From an optimization exercise on the open Yosys and OpenROAD flow, aimed at small area, a short achievable clock period and few clock cycles per item; shortcuts taken in it are not production practice. Where RTL was checked, it was by simulation tests only, not by an equivalence proof against the original. Power and IR drop assume default switching activity.

// seq_multiplier
module seq_multiplier #(
    parameter N = 32
)(
    input  wire clk,
    input  wire rst,
    input  wire start,
    input  wire [N-1:0] multiplicand,
    input  wire [N-1:0] multiplier,
    output wire [2*N-1:0] product,
    output wire busy,
    output wire done
);
For scale: ~170 flip-flops.
export LEC_CHECK = 0
export CAP_MARGIN = 20
export CORE_MARGIN = 2
export CORE_UTILIZATION = 60
export PLACE_DENSITY = 0.85
export SETUP_SLACK_MARGIN = 2.7
export SLEW_MARGIN = 20
export TNS_END_PERCENT = 5
create_clock -name core_clock -period 4.5 [get_ports {clk}]
standard.sh (not shown) runs the stock make flow with config.mk's settings and CLKGATE_MAP_FILE= SYNTH_SCRIPT=/design/flow/synth_recipe.tcl, a recipe that flattens the netlist after the stock synthesis.
==> flow/flow/run.sh <==
#!/bin/bash
# Layout flow: the standard ORFS flow (standard.sh, unchanged synthesis), with
#  - port buffers made of sky130_fd_sc_hd__buf_2 instead of the default delay-cell buffers;
#  - clock tree synthesis without dummy load cells, with a clkbuf_16 root and clkbuf_8 leaves.
# make's full output goes to make_finish.log in the work folder; ORFS keeps each step's log
# under orfs/logs/.
set -euo pipefail
CTS="-sink_clustering_enable -repair_clock_nets -dont_use_dummy_load -root_buf sky130_fd_sc_hd__clkbuf_16 -buf_list sky130_fd_sc_hd__clkbuf_8"
bash standard.sh "BUFFER_PORTS_ARGS=-buffer_cell sky130_fd_sc_hd__buf_2" "CTS_ARGS=$CTS" finish > make_finish.log 2>&1
test -f out/final.def
The baseline completed without violations.
Testbench counts at the start, summed over its fixed seeds: cycles 19,200, items 1,600.
Rerun with:
--- a/flow/config.mk
+++ b/flow/config.mk
@@ -9,6 +9,6 @@
 export CORE_MARGIN = 2
-export CORE_UTILIZATION = 60
-export PLACE_DENSITY = 0.85
-export SETUP_SLACK_MARGIN = 2.7
+export CORE_UTILIZATION = 50
+export PLACE_DENSITY = 0.75
+export SETUP_SLACK_MARGIN = 2.6
 export SLEW_MARGIN = 20
-export TNS_END_PERCENT = 5
+export TNS_END_PERCENT = 10
Global-route usage falls by 4.7 points.
Design area rose slightly.
Worst setup slack gains 0.014 ns.
Synthesized area does not change.
Cell count is higher by a few percent.
Worst hold slack got worse by 0.0045 ns.
Critical path depth is unchanged.
Routed wire length went down slightly.
Die area came out higher by about a fifth.
Total power stays flat.
Rerun with:
--- a/flow/config.mk
+++ b/flow/config.mk
@@ -10,5 +10,4 @@
 export CORE_UTILIZATION = 50
-export PLACE_DENSITY = 0.75
-export SETUP_SLACK_MARGIN = 2.6
+export SETUP_SLACK_MARGIN = 2.7
 export SLEW_MARGIN = 20
-export TNS_END_PERCENT = 10
+export TNS_END_PERCENT = 5
The changed run finished with timing, DRC and antenna clean.
Setup slack gets better by 0.015 ns.
Synthesized area stays the same.
Final cell count stays flat.
Wire length increases by 3.6%.
Rerun with:
--- a/flow/config.mk
+++ b/flow/config.mk
@@ -10,2 +10,3 @@
 export CORE_UTILIZATION = 50
+export PLACE_DENSITY = 0.75
 export SETUP_SLACK_MARGIN = 2.7
Outcome: The new run completed with no timing, DRC or antenna violations. Hold slack degrades by 0.0039 ns. Synthesized area stays the same. Design area falls slightly. Flip-flop and latch count stays the same. Combinational power falls by a few percent. Count of clock-buffer cells in the layout is unchanged.


== main ==
seq_multiplier, a different RTL version from the one above (not shown whole).
For scale: about 870 cells after synthesis, ~130 I/O pins, ~9300 sq um of cells after synthesis.
clock: 4.5 ns
lec_check: 0
cap_margin: 20
core_margin: 2
core_utilization: 40
setup_slack_margin: 2.5
slew_margin: 20
tns_end_percent: 100
Scripts as last shown in full above: flow/flow/run.sh
main ran to completion and came out clean on the timing, DRC and antenna checks.
Testbench counts of main, summed over its fixed seeds: cycles 19,200, items 1,600.
Here is what was changed in the inputs of the feature branch compared with main.
- a change of TNS_END_PERCENT from 100 to 5
- a change of SETUP_SLACK_MARGIN from 2.5 to 2.7
==> comparison <==
- Cell with the largest stage delay on the worst path: sky130_fd_sc_hd__fa_1 -> the feature branch, sky130_fd_sc_hd__fa_2 -> main
- The feature branch has number of cells in the finished layout apart from fillers below what main had.
- Routed wire length delta for the feature branch relative to main: 830 um lower
- Higher global-route usage was reported by main, not the feature branch.
- Top fanout value on the critical path was lower in the run labelled main.
- main → the feature branch: post-route fraction of the period consumed by the critical path shrank by 0.63 points; power shrank by about 2.4%.
- On highest clock frequency the design can meet, the higher figure sits with the feature branch, not main.
- The feature branch ended up with a higher met1 routing resource usage after global routing than main did.


seq_multiplier, a different RTL version from the one above (not shown whole).
Size: about 860 cells after synthesis, roughly 170 flip-flops, ~130 I/O pins.
Settings: LEC_CHECK=0, CAP_MARGIN=20, CORE_MARGIN=2, CORE_UTILIZATION=40, SETUP_SLACK_MARGIN=2.8, SLEW_MARGIN=20, TNS_END_PERCENT=3; clock period 4.5 ns.
Scripts as last shown in full above: flow/flow/run.sh
The starting point produced a clean layout.
Then changed:
- SETUP_SLACK_MARGIN: 2.8 -> 2.7
- TNS_END_PERCENT: 3 -> 5
Outcome: Power went up by 0.52%; fmax is about the same; routed wire length decreases by 0.52%; register-to-register slack improves by 0.03 ns; utilization is about the same; global-route usage came out higher by 0.33 points; setup slack is about the same; via count decreases by 1.1%; cell area stays flat; clock-buffer cell count stays the same.
No run of this note included a check of the RTL's function; only the layout flow was run.


seq_multiplier, a different RTL version from the one above (not shown whole).
Size: about 150 flip-flops, ~130 I/O pins.
==> flow/config.mk <==
export PLATFORM = sky130hd
export DESIGN_NAME = seq_multiplier
export DESIGN_NICKNAME = seq_multiplier
export VERILOG_FILES = /design/flow/design.v
export SDC_FILE = /design/flow/constraint.sdc
export NUM_CORES = 4
export LEC_CHECK = 0
export CAP_MARGIN = 20
export CORE_MARGIN = 2
export CORE_UTILIZATION = 40
export CTS_BUF_LIST = sky130_fd_sc_hd__clkbuf_8
export CTS_CLUSTER_SIZE = 40
export SETUP_SLACK_MARGIN = 2.7
export SLEW_MARGIN = 20
==> flow/constraint.sdc <==
create_clock -name core_clock -period 4.5 [get_ports {clk}]
set_input_delay 0.9000 -clock core_clock [delete_from_list [all_inputs] [get_ports {clk}]]
set_output_delay 0.9000 -clock core_clock [all_outputs]
set_load 0.01 [all_outputs]
==> flow/flow/run.sh <==
#!/bin/bash
# Layout flow: the standard ORFS flow (standard.sh, unchanged synthesis), with the port
# buffers made of sky130_fd_sc_hd__buf_2 instead of the default delay-cell buffers.
# make's full output goes to make_finish.log in the work folder; ORFS keeps each step's log
# under orfs/logs/.
set -euo pipefail
bash standard.sh "BUFFER_PORTS_ARGS=-buffer_cell sky130_fd_sc_hd__buf_2" finish > make_finish.log 2>&1
test -f out/final.def
Edit:
- CTS_BUF_LIST: sky130_fd_sc_hd__clkbuf_8 -> default
- CTS_CLUSTER_SIZE: 40 -> default
Global-route usage rose by 0.15 points.
Wire length goes up by 2.0%.
Area after synthesis does not change.
Clock-buffer cell count does not change.
No run of this note included a check of the RTL's function; only the layout flow was run.

## separate check: timing with driven ports
In the flow no input, the clock included, has a driving cell. The finished layouts below were timed again as built, in two steps.
Step 1, drivers: a clkbuf_16 drives clk and a buf_2 each remaining input, both assumed.
Step 2 also shifts input and output timing later by t, the mid clock arrival at the registers, as if the neighbouring blocks saw the same clock.
a / b / c = no drivers / after step 1 / after step 2; a / b = the first two.
| run | t (ns) | setup WS [ns] | worst setup path after step 2 |
|---|---|---|---|
| the first run of note 1 | 0.419 | 2.355 / 2.347 / 1.927 | input to register |
| the second run of note 1 | 0.424 | 2.369 / 2.356 / 1.932 | input to register |
| the third run of note 1 | 0.421 | 2.384 / 2.393 / 1.972 | input to register |
| the fourth run of note 1 | 0.423 | 2.386 / 2.374 / 1.951 | input to register |
| main | 0.422 | 2.383 / 2.391 / 1.969 | input to register |
| the feature branch | 0.424 | 2.411 / 2.423 / 1.999 | input to register |
| the first run of note 3 | 0.422 | 2.385 / 2.396 / 1.974 | input to register |
| the second run of note 3 | 0.422 | 2.384 / 2.365 / 1.942 | input to register |
| the first run of note 4 | 0.518 | 2.196 / 2.196 / 1.922 | input to register |
| the second run of note 4 | 0.485 | 2.193 / 2.193 / 1.987 | input to register |
After both steps setup and hold are still met in every run listed. For the second run of note 3, which loses most, drivers alone change the setup slack by -0.019 ns; drivers and shift together by -0.442 ns.
